From an optimization exercise on the open Yosys and OpenROAD flow, aimed at small area; shortcuts taken in it are not production practice.
RTL that was checked went through simulation tests only; none was proved equivalent to the original.
No driver is modelled on the clock port, so clock power and skew are understated where the tree is cut down; a real chip needs a root buffer or a tree.
Power is estimated from default activity; no workload was simulated.

==> inputs of 03-24 <==
// top_module
module top_module(
	input wire floor1_btn,
	input wire floor2_btn,
	input wire floor3_btn,
	input wire floor4_btn,
	output reg floor1_led,
	output reg floor2_led,
	output reg floor3_led,
	output reg floor4_led,
	output reg door_open_led,
	output reg door_close_led,
	input wire door_open_sw,
	input wire door_close_sw,
	input clk,
	input wire rst,
	output reg [10:0] display_floor,
	input wire call_btn,
	output reg call_led1,
	output reg call_led2,
	input wire out1_up_sw,
	input wire out2_up_sw,
	input wire out2_down_sw,
	input wire out3_up_sw,
	input wire out3_down_sw,
	input wire out4_down_sw,
	output reg out1_up_led,
	output reg out2_up_led,
	output reg out2_down_led,
	output reg out3_up_led,
	output reg out3_down_led,
	output reg out4_down_led,
	input wire led_out_test_sw
    );
==> flow/config.mk <==
export PLATFORM = sky130hd
export DESIGN_NAME = top_module
export DESIGN_NICKNAME = top_module
export VERILOG_FILES = /design/flow/design.v
export SDC_FILE = /design/flow/constraint.sdc
export NUM_CORES = 4
export LEC_CHECK = 0
export CAP_MARGIN = 20
export CORE_MARGIN = 2
export CORE_UTILIZATION = 40
export SLEW_MARGIN = 20
==> flow/constraint.sdc <==
create_clock -name core_clock -period 10.0 [get_ports {clk}]
set_input_delay 2.0000 -clock core_clock [delete_from_list [all_inputs] [get_ports {clk}]]
set_output_delay 2.0000 -clock core_clock [all_outputs]
set_load 0.01 [all_outputs]
standard.sh (not shown) runs the stock make flow with config.mk's settings and CLKGATE_MAP_FILE= SYNTH_SCRIPT=/design/flow/synth_recipe.tcl, a recipe that flattens the netlist after the stock synthesis.
==> flow/flow/run.sh <==
#!/bin/bash
# The standard ORFS layout (standard.sh) with these changes:
#  - synthesis maps the logic with an area-oriented ABC script (synth_area.tcl),
#    best of a few &deepsyn seeds, and leaves adders to ABC (no half-adder
#    extraction); yosys's steps, registers and names are those of
#    synth_recipe.tcl
#  - ports are buffered with the smallest buffer
#  - clock tree: manual_cts.tcl replaces ORFS's CTS step; the clock port
#    drives four 16x clock buffers, each driving a quarter of the flip-flops
# Each tool's output is in orfs/logs/ (the clock tree step's in
# orfs/logs/sky130hd/top_module/base/4_1_cts.log); make's output in standard.log.
set -e
F=$PWD/flow
ARGS=(SYNTH_SCRIPT=$F/synth_area.tcl AREA_ABC_SEEDS=8 AREA_ABC_SECS=30 ADDER_MAP_FILE=
  "BUFFER_PORTS_ARGS=-buffer_cell sky130_fd_sc_hd__buf_1")
bash standard.sh "${ARGS[@]}" place > standard.log 2>&1
bash standard.sh "${ARGS[@]}" run RUN_SCRIPT=$F/manual_cts.tcl RUN_LOG_NAME_STEM=4_1_cts >> standard.log 2>&1
bash standard.sh "${ARGS[@]}" finish >> standard.log 2>&1
==> flow/flow/manual_cts.tcl <==
# In place of ORFS's CTS step (cts.tcl): the clock port drives four 16x
# clock buffers directly, each driving a quarter of the flip-flops, split by
# placement (at the median x, then at the median y in each half). The rest
# follows cts.tcl: legalize, repair timing, legalize, write 4_1_cts.odb and
# 4_cts.sdc.
utl::set_metrics_stage "cts__{}"
source $::env(SCRIPTS_DIR)/load.tcl
erase_non_stage_variables cts
load_design 3_place.odb 3_place.sdc

proc manual_clock_tree { nbuf master_name } {
  set block [ord::get_db_block]
  set master [[ord::get_db] findMaster $master_name]
  set clk_net [$block findNet clk]
  set sinks {}
  foreach it [$clk_net getITerms] {
    set box [[$it getInst] getBBox]
    lappend sinks [list $it [expr {([$box xMin] + [$box xMax]) / 2}] \
      [expr {([$box yMin] + [$box yMax]) / 2}]]
  }
  set byx [lsort -integer -index 1 $sinks]
  set half [expr {[llength $byx] / 2}]
  set k [expr {$nbuf / 2}]
  set groups {}
  foreach part [list [lrange $byx 0 [expr {$half - 1}]] [lrange $byx $half end]] {
    set byy [lsort -integer -index 2 $part]
    set m [llength $byy]
    for {set g 0} {$g < $k} {incr g} {
      lappend groups [lrange $byy [expr {$g * $m / $k}] [expr {($g + 1) * $m / $k - 1}]]
    }
  }
  set i 0
  foreach grp $groups {
    set net [odb::dbNet_create $block "clknet_$i"]
    $net setSigType CLOCK
    set inst [odb::dbInst_create $block $master "clkbuf_$i"]
    set sx 0
    set sy 0
    foreach s $grp {
      set it [lindex $s 0]
      $it disconnect
      $it connect $net
      incr sx [lindex $s 1]
      incr sy [lindex $s 2]
    }
    set cnt [llength $grp]
    [$inst findITerm A] connect $clk_net
    [$inst findITerm X] connect $net
    $inst setLocation [expr {$sx / $cnt}] [expr {$sy / $cnt}]
    $inst setPlacementStatus PLACED
    puts "clock buffer clkbuf_$i drives $cnt flip-flops"
    incr i
  }
}

manual_clock_tree 4 sky130_fd_sc_hd__clkbuf_16
set_propagated_clock [all_clocks]

set_placement_padding -global \
  -left $::env(CELL_PAD_IN_SITES_DETAIL_PLACEMENT) \
  -right $::env(CELL_PAD_IN_SITES_DETAIL_PLACEMENT)
detailed_placement
estimate_parasitics -placement
report_clock_skew
if { !$::env(SKIP_CTS_REPAIR_TIMING) } {
  repair_timing_helper
  detailed_placement
}
check_placement -verbose
report_metrics 4 "cts final"
orfs_write_db $::env(RESULTS_DIR)/4_1_cts.odb
orfs_write_sdc $::env(RESULTS_DIR)/4_cts.sdc
==> flow/flow/synth_area.tcl <==
# synth_recipe.tcl with an area-oriented ABC mapping in place of ORFS's
# delay-oriented one: the same yosys steps, registers and names; only the
# combinational logic between the registers is mapped differently.
# The mapping tries a few seeds of ABC's &deepsyn and keeps the netlist with
# the smallest cell area.
proc synth {args} { yosys synth -nofsm -noshare {*}$args }
proc abc {args} {
  set out {}
  set libs {}
  set skip 0
  set prev ""
  foreach a $args {
    if { $skip } { set skip 0; set prev $a; continue }
    if { $a eq "-script" || $a eq "-D" || $a eq "-constr" } { set skip 1; continue }
    if { $prev eq "-liberty" } { lappend libs -liberty $a }
    lappend out $a
    set prev $a
  }
  set seeds [expr { [info exists ::env(AREA_ABC_SEEDS)] ? $::env(AREA_ABC_SEEDS) : 4 }]
  set secs [expr { [info exists ::env(AREA_ABC_SECS)] ? $::env(AREA_ABC_SECS) : 30 }]
  yosys design -save pre_abc
  set best -1
  for { set s 0 } { $s < $seeds } { incr s } {
    yosys design -load pre_abc
    set f $::env(OBJECTS_DIR)/area_$s.abc
    set fh [open $f w]
    puts $fh "strash\n&get -n\n&deepsyn -S $s -T $secs\n&put\ndch -f\namap\ntopo"
    close $fh
    yosys abc -script $f {*}$out
    set rpt $::env(OBJECTS_DIR)/area_$s.txt
    yosys tee -q -o $rpt stat {*}$libs
    set fh [open $rpt r]
    set txt [read $fh]
    close $fh
    regexp {Chip area for module '[^']*': ([0-9.]+)} $txt -> area
    puts "area ABC seed $s: $area"
    if { $best < 0 || $area < $best } {
      set best $area
      yosys design -save best_abc
    }
  }
  yosys design -load best_abc
  puts "area ABC best: $best"
}
source $::env(SCRIPTS_DIR)/synth.tcl
# left out here: clear keep_hierarchy, flatten, clean up, hide names made inside functions, write 1_2_yosys.v
==> 06-07 (differences from 03-24) <==
--- a/flow/design.v
+++ b/flow/design.v
@@ -258,13 +258,12 @@
 	wire a2_up = o3u && !o3d && (req == 4'd2 || (req == 4'd6 && o2u && !o2d));
 	always @(posedge clk)
 	if(rst)
 	begin
 		now_floor <= 2'b00;
 		act <= 1'b0;
-		tgt <= 2'b00;
 		direction <= 2'b00;
 		pointer <= 2'b00;
 	end
 	else
 	begin
 		if(direction == 2'b00 && door_state == 0)
@@ -461,47 +460,18 @@
 	begin
 		out1_up_led <= o1u; out2_up_led <= o2u; out2_down_led <= o2d;
 		out3_up_led <= o3u; out3_down_led <= o3d; out4_down_led <= o4d;
 		door_open_led <= door_open_sw;
 		door_close_led <= door_close_sw;
 	end
-	reg call_state;
-	reg [8:0] m;
-	wire blink = (m == 9'b110101001);
-	always @(posedge clk)
-	if(rst)
-	begin
-		call_state <= 1'b0;
-		m <= 9'd0;
-		call_led1 <= 1'b0;
-		call_led2 <= 1'b0;
-	end
-	else
-	begin
-		if(press_call)
-			call_state <= ~call_state;
-		m <= (m == 9'b010100001) ? 9'd0 : {m[7:0], m[8] ~^ m[4]};
-		if(blink)
-		begin
-			if(call_state)
-			begin
-				call_led1 <= ~call_led1;
-				call_led2 <= call_led1;
-			end
-			else
-			begin
-				call_led1 <= 1'b0;
-				call_led2 <= 1'b0;
-			end
-		end
-	end
 	reg [3:0] ph;
 	reg [1:0] val;
 	reg [1:0] slot, nslot;
 	reg hold;
 	wire [3:0] ph_next = (ph == 4'b0001) ? 4'b0110 : {ph[2:0], ph[3] ~^ ph[2]};
+	wire t_odd = (ph == 4'b0110) | (ph == 4'b1001) | (ph == 4'b0101) | (ph == 4'b0100) | (ph == 4'b0000);
 	always @(*)
 	case(ph)
 	4'b1011: begin slot = 2'd0; nslot = 2'd0; hold = 1'b0; end
 	4'b0110: begin slot = 2'd0; nslot = 2'd0; hold = 1'b0; end
 	4'b1100: begin slot = 2'd0; nslot = 2'd1; hold = 1'b0; end
 	4'b1001: begin slot = 2'd1; nslot = 2'd1; hold = 1'b0; end
@@ -528,12 +498,42 @@
 			2'd0: val <= now_floor;
 			2'd1: val <= pointer;
 			2'd2: val <= {1'b0, door_state};
 			default: val <= direction;
 			endcase
 	end
+	reg call_state;
+	reg [7:0] b;
+	wire blink = (b == 8'd0) & t_odd;
+	always @(posedge clk)
+	if(rst)
+	begin
+		call_state <= 1'b0;
+		b <= 8'd0;
+		call_led1 <= 1'b0;
+		call_led2 <= 1'b0;
+	end
+	else
+	begin
+		if(press_call)
+			call_state <= ~call_state;
+		b <= (b == 8'b10100111) ? 8'd0 : {b[6:0], b[7] ~^ b[4]};
+		if(blink)
+		begin
+			if(call_state)
+			begin
+				call_led1 <= ~call_led1;
+				call_led2 <= call_led1;
+			end
+			else
+			begin
+				call_led1 <= 1'b0;
+				call_led2 <= 1'b0;
+			end
+		end
+	end
 	always @(*)
 	case({slot, val})
 	4'b00_00: display_floor = 11'b1110_1001111;
 	4'b00_01: display_floor = 11'b1110_0010010;
 	4'b00_10: display_floor = 11'b1110_0000110;
 	4'b00_11: display_floor = 11'b1110_1001100;
--- a/flow/flow/run.sh
+++ b/flow/flow/run.sh
@@ -8,11 +8,11 @@
 #  - clock tree: manual_cts.tcl replaces ORFS's CTS step; the clock port
 #    drives four 16x clock buffers, each driving a quarter of the flip-flops
 # Each tool's output is in orfs/logs/ (the clock tree step's in
 # orfs/logs/sky130hd/top_module/base/4_1_cts.log); make's output in standard.log.
 set -e
 F=$PWD/flow
-ARGS=(SYNTH_SCRIPT=$F/synth_area.tcl AREA_ABC_SEEDS=8 AREA_ABC_SECS=30 ADDER_MAP_FILE=
+ARGS=(SYNTH_SCRIPT=$F/synth_area.tcl AREA_ABC_SEEDS=6 AREA_ABC_STEPS=500 ADDER_MAP_FILE=
   "BUFFER_PORTS_ARGS=-buffer_cell sky130_fd_sc_hd__buf_1")
 bash standard.sh "${ARGS[@]}" place > standard.log 2>&1
 bash standard.sh "${ARGS[@]}" run RUN_SCRIPT=$F/manual_cts.tcl RUN_LOG_NAME_STEM=4_1_cts >> standard.log 2>&1
 bash standard.sh "${ARGS[@]}" finish >> standard.log 2>&1
--- a/flow/flow/synth_area.tcl
+++ b/flow/flow/synth_area.tcl
@@ -1,11 +1,12 @@
 # synth_recipe.tcl with an area-oriented ABC mapping in place of ORFS's
 # delay-oriented one: the same yosys steps, registers and names; only the
 # combinational logic between the registers is mapped differently.
-# The mapping tries a few seeds of ABC's &deepsyn and keeps the netlist with
-# the smallest cell area.
+# The mapping tries a few seeds of ABC's &deepsyn (each stopping after a
+# fixed number of steps without improvement, so the result does not depend on
+# the machine's speed) and keeps the netlist with the smallest cell area.
 proc synth {args} { yosys synth -nofsm -noshare {*}$args }
 proc abc {args} {
   set out {}
   set libs {}
   set skip 0
   set prev ""
@@ -14,20 +15,20 @@
     if { $a eq "-script" || $a eq "-D" || $a eq "-constr" } { set skip 1; continue }
     if { $prev eq "-liberty" } { lappend libs -liberty $a }
     lappend out $a
     set prev $a
   }
   set seeds [expr { [info exists ::env(AREA_ABC_SEEDS)] ? $::env(AREA_ABC_SEEDS) : 4 }]
-  set secs [expr { [info exists ::env(AREA_ABC_SECS)] ? $::env(AREA_ABC_SECS) : 30 }]
+  set steps [expr { [info exists ::env(AREA_ABC_STEPS)] ? $::env(AREA_ABC_STEPS) : 500 }]
   yosys design -save pre_abc
   set best -1
   for { set s 0 } { $s < $seeds } { incr s } {
     yosys design -load pre_abc
     set f $::env(OBJECTS_DIR)/area_$s.abc
     set fh [open $f w]
-    puts $fh "strash\n&get -n\n&deepsyn -S $s -T $secs\n&put\ndch -f\namap\ntopo"
+    puts $fh "strash\n&get -n\n&deepsyn -S $s -J $steps -T 600\n&put\ndch -f\namap\ntopo"
     close $fh
     yosys abc -script $f {*}$out
     set rpt $::env(OBJECTS_DIR)/area_$s.txt
     yosys tee -q -o $rpt stat {*}$libs
     set fh [open $rpt r]
     set txt [read $fh]
==> 07-08 (differences from 03-24) <==
--- a/flow/design.v
+++ b/flow/design.v
@@ -1,23 +1,36 @@
 `timescale 1ns / 1ps
-module btn_debounce(input wire clk, input wire rst, input wire btn, output wire press);
-	localparam [4:0] I1 = 5'b00010;
-	localparam [4:0] C19 = 5'b00000;
-	localparam [4:0] P = 5'b00001;
-	localparam [4:0] I0 = 5'b00011;
+module btn_debounce(
+	input wire clk,
+	input wire rst,
+	input wire btn,
+	output wire press
+    );
+	localparam [4:0] I1  = 5'b01000;
+	localparam [4:0] C19 = 5'b01010;
+	localparam [4:0] P   = 5'b01011;
+	localparam [4:0] I0  = 5'b01001;
 	reg btn_r0;
 	reg [4:0] st;
 	wire ld1 = btn_r0 & (st == C19 || st == P || st == I0 || st == I1);
 	wire ld0 = ~btn_r0 & (st == I0);
 	always @(posedge clk)
-	if(rst) begin btn_r0 <= 1'b0; st <= I0; end
-	else begin
+	if(rst)
+	begin
+		btn_r0 <= 1'b0;
+		st <= I0;
+	end
+	else
+	begin
 		btn_r0 <= btn;
-		if(ld1) st <= I1;
-		else if(ld0) st <= I0;
-		else st <= {st[3:0], st[4] ~^ st[2]};
+		if(ld1)
+			st <= I1;
+		else if(ld0)
+			st <= I0;
+		else
+			st <= {~st[3:0], st[4] ~^ st[2]};
 	end
 	assign press = (st == P);
 endmodule
 `timescale 1ns / 1ps
 module top_module(
 	input wire floor1_btn,
@@ -56,18 +69,18 @@
 	btn_debounce u_db1(.clk(clk), .rst(rst), .btn(floor1_btn), .press(press1));
 	btn_debounce u_db2(.clk(clk), .rst(rst), .btn(floor2_btn), .press(press2));
 	btn_debounce u_db3(.clk(clk), .rst(rst), .btn(floor3_btn), .press(press3));
 	btn_debounce u_db4(.clk(clk), .rst(rst), .btn(floor4_btn), .press(press4));
 	btn_debounce u_dbc(.clk(clk), .rst(rst), .btn(call_btn), .press(press_call));
 	reg [10:0] n;
-	wire tick = (n == 11'b01110100111);
+	wire tick = (n == 11'b00101100010);
 	always @(posedge clk)
 	if(rst || tick)
 		n <= 11'd0;
 	else
-		n <= {n[9:0], n[10] ~^ n[8]};
+		n <= {~n[9:0], n[10] ~^ n[8]};
 	reg [1:0] now_floor;
 	reg act;				 
 	reg [1:0] tgt;			 
 	reg [1:0] direction;
 	reg [1:0] pointer;
 	reg door_state;
@@ -463,26 +476,26 @@
 		out3_up_led <= o3u; out3_down_led <= o3d; out4_down_led <= o4d;
 		door_open_led <= door_open_sw;
 		door_close_led <= door_close_sw;
 	end
 	reg call_state;
 	reg [8:0] m;
-	wire blink = (m == 9'b110101001);
+	wire blink = (m == 9'b010011000);
 	always @(posedge clk)
 	if(rst)
 	begin
 		call_state <= 1'b0;
 		m <= 9'd0;
 		call_led1 <= 1'b0;
 		call_led2 <= 1'b0;
 	end
 	else
 	begin
 		if(press_call)
 			call_state <= ~call_state;
-		m <= (m == 9'b010100001) ? 9'd0 : {m[7:0], m[8] ~^ m[4]};
+		m <= (m == 9'b110011111) ? 9'd0 : {~m[7:0], m[8] ~^ m[4]};
 		if(blink)
 		begin
 			if(call_state)
 			begin
 				call_led1 <= ~call_led1;
 				call_led2 <= call_led1;
@@ -495,32 +508,32 @@
 		end
 	end
 	reg [3:0] ph;
 	reg [1:0] val;
 	reg [1:0] slot, nslot;
 	reg hold;
-	wire [3:0] ph_next = (ph == 4'b0001) ? 4'b0110 : {ph[2:0], ph[3] ~^ ph[2]};
+	wire [3:0] ph_next = (ph == 4'b1001) ? 4'b0110 : {~ph[2:0], ph[3] ^ ph[0]};
 	always @(*)
 	case(ph)
-	4'b1011: begin slot = 2'd0; nslot = 2'd0; hold = 1'b0; end
+	4'b0100: begin slot = 2'd0; nslot = 2'd0; hold = 1'b0; end
 	4'b0110: begin slot = 2'd0; nslot = 2'd0; hold = 1'b0; end
-	4'b1100: begin slot = 2'd0; nslot = 2'd1; hold = 1'b0; end
-	4'b1001: begin slot = 2'd1; nslot = 2'd1; hold = 1'b0; end
-	4'b0010: begin slot = 2'd1; nslot = 2'd2; hold = 1'b0; end
-	4'b0101: begin slot = 2'd2; nslot = 2'd2; hold = 1'b0; end
-	4'b1010: begin slot = 2'd2; nslot = 2'd3; hold = 1'b0; end
-	4'b0100: begin slot = 2'd3; nslot = 2'd3; hold = 1'b0; end
-	4'b1000: begin slot = 2'd3; nslot = 2'd3; hold = 1'b1; end
-	4'b0000: begin slot = 2'd3; nslot = 2'd3; hold = 1'b1; end
-	4'b0001: begin slot = 2'd3; nslot = 2'd0; hold = 1'b0; end
+	4'b0010: begin slot = 2'd0; nslot = 2'd1; hold = 1'b0; end
+	4'b1010: begin slot = 2'd1; nslot = 2'd1; hold = 1'b0; end
+	4'b1011: begin slot = 2'd1; nslot = 2'd2; hold = 1'b0; end
+	4'b1000: begin slot = 2'd2; nslot = 2'd2; hold = 1'b0; end
+	4'b1111: begin slot = 2'd2; nslot = 2'd3; hold = 1'b0; end
+	4'b0000: begin slot = 2'd3; nslot = 2'd3; hold = 1'b0; end
+	4'b1110: begin slot = 2'd3; nslot = 2'd3; hold = 1'b1; end
+	4'b0011: begin slot = 2'd3; nslot = 2'd3; hold = 1'b1; end
+	4'b1001: begin slot = 2'd3; nslot = 2'd0; hold = 1'b0; end
 	default: begin slot = 2'd0; nslot = 2'd0; hold = 1'b0; end
 	endcase
 	always @(posedge clk)
 	if(rst)
 	begin
-		ph <= 4'b1011;
+		ph <= 4'b0100;
 		val <= 2'b00;
 	end
 	else
 	begin
 		ph <= ph_next;
 		if(!hold)
--- a/flow/flow/run.sh
+++ b/flow/flow/run.sh
@@ -8,11 +8,11 @@
 #  - clock tree: manual_cts.tcl replaces ORFS's CTS step; the clock port
 #    drives four 16x clock buffers, each driving a quarter of the flip-flops
 # Each tool's output is in orfs/logs/ (the clock tree step's in
 # orfs/logs/sky130hd/top_module/base/4_1_cts.log); make's output in standard.log.
 set -e
 F=$PWD/flow
-ARGS=(SYNTH_SCRIPT=$F/synth_area.tcl AREA_ABC_SEEDS=8 AREA_ABC_SECS=30 ADDER_MAP_FILE=
+ARGS=(SYNTH_SCRIPT=$F/synth_area.tcl AREA_ABC_SEEDS=1 AREA_ABC_STEPS=50 ADDER_MAP_FILE=
   "BUFFER_PORTS_ARGS=-buffer_cell sky130_fd_sc_hd__buf_1")
 bash standard.sh "${ARGS[@]}" place > standard.log 2>&1
 bash standard.sh "${ARGS[@]}" run RUN_SCRIPT=$F/manual_cts.tcl RUN_LOG_NAME_STEM=4_1_cts >> standard.log 2>&1
 bash standard.sh "${ARGS[@]}" finish >> standard.log 2>&1
==> flow/flow/manual_cts.tcl (replaced) <==
# In place of ORFS's CTS step (cts.tcl): the clock port drives three or four
# 16x clock buffers directly, each driving a group of the flip-flops split by
# placement. The rest follows cts.tcl: legalize, repair timing, legalize,
# write 4_1_cts.odb and 4_cts.sdc.
utl::set_metrics_stage "cts__{}"
source $::env(SCRIPTS_DIR)/load.tcl
erase_non_stage_variables cts
load_design 3_place.odb 3_place.sdc

# Build the tree: the flip-flops are split into nx columns by x, each column
# into ny groups by y; a buffer at each group's centre drives the group.
proc manual_clock_tree { nx ny master_name } {
  set block [ord::get_db_block]
  set master [[ord::get_db] findMaster $master_name]
  set clk_net [$block findNet clk]
  set sinks {}
  foreach it [$clk_net getITerms] {
    set box [[$it getInst] getBBox]
    lappend sinks [list $it [expr {([$box xMin] + [$box xMax]) / 2}] \
      [expr {([$box yMin] + [$box yMax]) / 2}]]
  }
  set byx [lsort -integer -index 1 $sinks]
  set n [llength $byx]
  set groups {}
  for {set c 0} {$c < $nx} {incr c} {
    set part [lrange $byx [expr {$c * $n / $nx}] [expr {($c + 1) * $n / $nx - 1}]]
    set byy [lsort -integer -index 2 $part]
    set m [llength $byy]
    for {set g 0} {$g < $ny} {incr g} {
      lappend groups [lrange $byy [expr {$g * $m / $ny}] [expr {($g + 1) * $m / $ny - 1}]]
    }
  }
  set i 0
  foreach grp $groups {
    set net [odb::dbNet_create $block "clknet_$i"]
    $net setSigType CLOCK
    set inst [odb::dbInst_create $block $master "clkbuf_$i"]
    set sx 0
    set sy 0
    foreach s $grp {
      set it [lindex $s 0]
      $it disconnect
      $it connect $net
      incr sx [lindex $s 1]
      incr sy [lindex $s 2]
    }
    set cnt [llength $grp]
    [$inst findITerm A] connect $clk_net
    [$inst findITerm X] connect $net
    $inst setLocation [expr {$sx / $cnt}] [expr {$sy / $cnt}]
    $inst setPlacementStatus PLACED
    puts "clock buffer clkbuf_$i drives $cnt flip-flops"
    incr i
  }
  return $i
}

# Undo manual_clock_tree: the flip-flops go back on the clock net.
proc remove_clock_tree { nbuf } {
  set block [ord::get_db_block]
  set clk_net [$block findNet clk]
  for {set i 0} {$i < $nbuf} {incr i} {
    set net [$block findNet "clknet_$i"]
    set inst [$block findInst "clkbuf_$i"]
    foreach it [$net getITerms] {
      if { [$it getInst] != $inst } {
        $it disconnect
        $it connect $clk_net
      }
    }
    odb::dbInst_destroy $inst
    odb::dbNet_destroy $net
  }
}

proc worst_clock_pin_slew { } {
  set worst 0
  foreach p [get_pins -hierarchical */CLK] {
    set s [get_property $p slew_max]
    if { $s > $worst } { set worst $s }
  }
  return $worst
}

set_placement_padding -global \
  -left $::env(CELL_PAD_IN_SITES_DETAIL_PLACEMENT) \
  -right $::env(CELL_PAD_IN_SITES_DETAIL_PLACEMENT)

set best_nx 2
set best_ny 2
set best_slew 1e9
foreach cfg {{1 3} {3 1}} {
  lassign $cfg nx ny
  set nb [manual_clock_tree $nx $ny sky130_fd_sc_hd__clkbuf_16]
  detailed_placement
  set_propagated_clock [all_clocks]
  estimate_parasitics -placement
  set sl [worst_clock_pin_slew]
  puts "three buffers ($nx x $ny): worst estimated clock pin slew $sl"
  remove_clock_tree $nb
  if { $sl < $best_slew } {
    set best_slew $sl
    set best_nx $nx
    set best_ny $ny
  }
}
if { $best_slew > 0.124 } {
  set best_nx 2
  set best_ny 2
}
puts "clock tree: $best_nx x $best_ny buffers"
manual_clock_tree $best_nx $best_ny sky130_fd_sc_hd__clkbuf_16
set_propagated_clock [all_clocks]
set_placement_padding -global \
  -left $::env(CELL_PAD_IN_SITES_DETAIL_PLACEMENT) \
  -right $::env(CELL_PAD_IN_SITES_DETAIL_PLACEMENT)
detailed_placement
estimate_parasitics -placement
report_clock_skew
if { !$::env(SKIP_CTS_REPAIR_TIMING) } {
  repair_timing_helper
  detailed_placement
}
check_placement -verbose
report_metrics 4 "cts final"
orfs_write_db $::env(RESULTS_DIR)/4_1_cts.odb
orfs_write_sdc $::env(RESULTS_DIR)/4_cts.sdc
--- a/flow/flow/synth_area.tcl
+++ b/flow/flow/synth_area.tcl
@@ -1,11 +1,12 @@
 # synth_recipe.tcl with an area-oriented ABC mapping in place of ORFS's
 # delay-oriented one: the same yosys steps, registers and names; only the
 # combinational logic between the registers is mapped differently.
-# The mapping tries a few seeds of ABC's &deepsyn and keeps the netlist with
-# the smallest cell area.
+# The mapping tries a few seeds of ABC's &deepsyn (each stopping after a
+# fixed number of steps without improvement, so the result does not depend on
+# the machine's speed) and keeps the netlist with the smallest cell area.
 proc synth {args} { yosys synth -nofsm -noshare {*}$args }
 proc abc {args} {
   set out {}
   set libs {}
   set skip 0
   set prev ""
@@ -14,20 +15,20 @@
     if { $a eq "-script" || $a eq "-D" || $a eq "-constr" } { set skip 1; continue }
     if { $prev eq "-liberty" } { lappend libs -liberty $a }
     lappend out $a
     set prev $a
   }
   set seeds [expr { [info exists ::env(AREA_ABC_SEEDS)] ? $::env(AREA_ABC_SEEDS) : 4 }]
-  set secs [expr { [info exists ::env(AREA_ABC_SECS)] ? $::env(AREA_ABC_SECS) : 30 }]
+  set steps [expr { [info exists ::env(AREA_ABC_STEPS)] ? $::env(AREA_ABC_STEPS) : 500 }]
   yosys design -save pre_abc
   set best -1
   for { set s 0 } { $s < $seeds } { incr s } {
     yosys design -load pre_abc
     set f $::env(OBJECTS_DIR)/area_$s.abc
     set fh [open $f w]
-    puts $fh "strash\n&get -n\n&deepsyn -S $s -T $secs\n&put\ndch -f\namap\ntopo"
+    puts $fh "strash\n&get -n\n&deepsyn -S $s -J $steps -T 600\n&put\ndch -f\namap\ntopo"
     close $fh
     yosys abc -script $f {*}$out
     set rpt $::env(OBJECTS_DIR)/area_$s.txt
     yosys tee -q -o $rpt stat {*}$libs
     set fh [open $rpt r]
     set txt [read $fh]
==> 03-04 (differences from 03-24) <==
--- a/flow/flow/run.sh
+++ b/flow/flow/run.sh
@@ -8,11 +8,11 @@
 #  - clock tree: manual_cts.tcl replaces ORFS's CTS step; the clock port
 #    drives four 16x clock buffers, each driving a quarter of the flip-flops
 # Each tool's output is in orfs/logs/ (the clock tree step's in
 # orfs/logs/sky130hd/top_module/base/4_1_cts.log); make's output in standard.log.
 set -e
 F=$PWD/flow
-ARGS=(SYNTH_SCRIPT=$F/synth_area.tcl AREA_ABC_SEEDS=8 AREA_ABC_SECS=30 ADDER_MAP_FILE=
+ARGS=(SYNTH_SCRIPT=$F/synth_area.tcl AREA_ABC_SEEDS=1 AREA_ABC_SECS=10 ADDER_MAP_FILE=
   "BUFFER_PORTS_ARGS=-buffer_cell sky130_fd_sc_hd__buf_1")
 bash standard.sh "${ARGS[@]}" place > standard.log 2>&1
 bash standard.sh "${ARGS[@]}" run RUN_SCRIPT=$F/manual_cts.tcl RUN_LOG_NAME_STEM=4_1_cts >> standard.log 2>&1
 bash standard.sh "${ARGS[@]}" finish >> standard.log 2>&1
==> run summary <==
- 06-07 produced a clean layout. 03-04 completed with no timing, DRC or antenna violations. 07-08 passed the timing, DRC and antenna checks. 03-24 finished with timing, DRC and antenna clean.
- Register-to-register slack: 03-04 < 06-07 < 07-08 < 03-24.
- In clock power, 03-04 and 06-07 hardly differ.
- The lowest core utilization belongs to 03-04, the highest to 06-07.
- Critical path depth: 03-04 > 06-07 > 07-08 > 03-24.
- In 06-07 the flip-flop and latch count is lower than in 07-08, by 1.
==> figures <==
metric	03-24	03-04	07-08	06-07
Run status	complete, no violations	complete, no violations	complete, no violations	complete, no violations
Max frequency	247 MHz	227 MHz	251 MHz	225 MHz
Fill cell total of the finished layout	999	1021	1026	1014
Simple-gate portion of the synthesized area	0.281	0.254	0.280	0.269
Power density normalized to cell area	158 nW/um^2	153 nW/um^2	156 nW/um^2	159 nW/um^2
Met1 global-route usage	0.227	0.225	0.231	0.225
Met3 routed WL	559 um	630 um	346 um	393 um
Worst reg2reg path endpoint	tgt[0]$_SDFFE_PP0P_	tgt[1]$_SDFFE_PP0P_	pointer[0]$_SDFF_PP0_	tgt[1]$_DFFE_PP_
Final Total Pwr	0.701 mW	0.698 mW	0.691 mW	0.704 mW
Share of final-layout standard cells stronger than drive strength 1	0.0109	0.0123	0.00888	0.0109
Nets in the synthesized netlist	519	539	535	522
Detailed-route vias per instance	5.45	5.37	5.25	5.23
The RTL of 06-07 was laid out without a check of its function. In every run of this note, the design's own scripts or RTL, not TritonCTS, make the clock network.

[afterwards: timing with drivers on the ports]
The results above use ideal ports. As a check the final layouts listed here were re-extracted and re-timed, cells and wires unchanged. Step 1 assumes that a clkbuf_16 drives the clock port and a buf_2 every other input. Step 2 also shifts input and output timing later by t, the mid clock arrival at the registers, as if the neighbouring blocks saw the same clock. Three values: ideal, step 1, step 2; two values: the first two.
| run | t (ns) | setup slack, ns | latest minus earliest clock arrival (ns) |
|---|---|---|---|
| 03-24 | 0.231 | 5.948 / 5.869 / 6.100 | 0.015 / 0.014 |
| 06-07 | 0.234 | 5.553 / 5.475 / 5.709 | 0.015 / 0.016 |
| 07-08 | 0.230 | 6.024 / 5.966 / 6.178 | 0.009 / 0.009 |
| 03-04 | 0.230 | 5.591 / 5.513 / 5.743 | 0.014 / 0.014 |
After both steps every run listed still meets setup and hold.
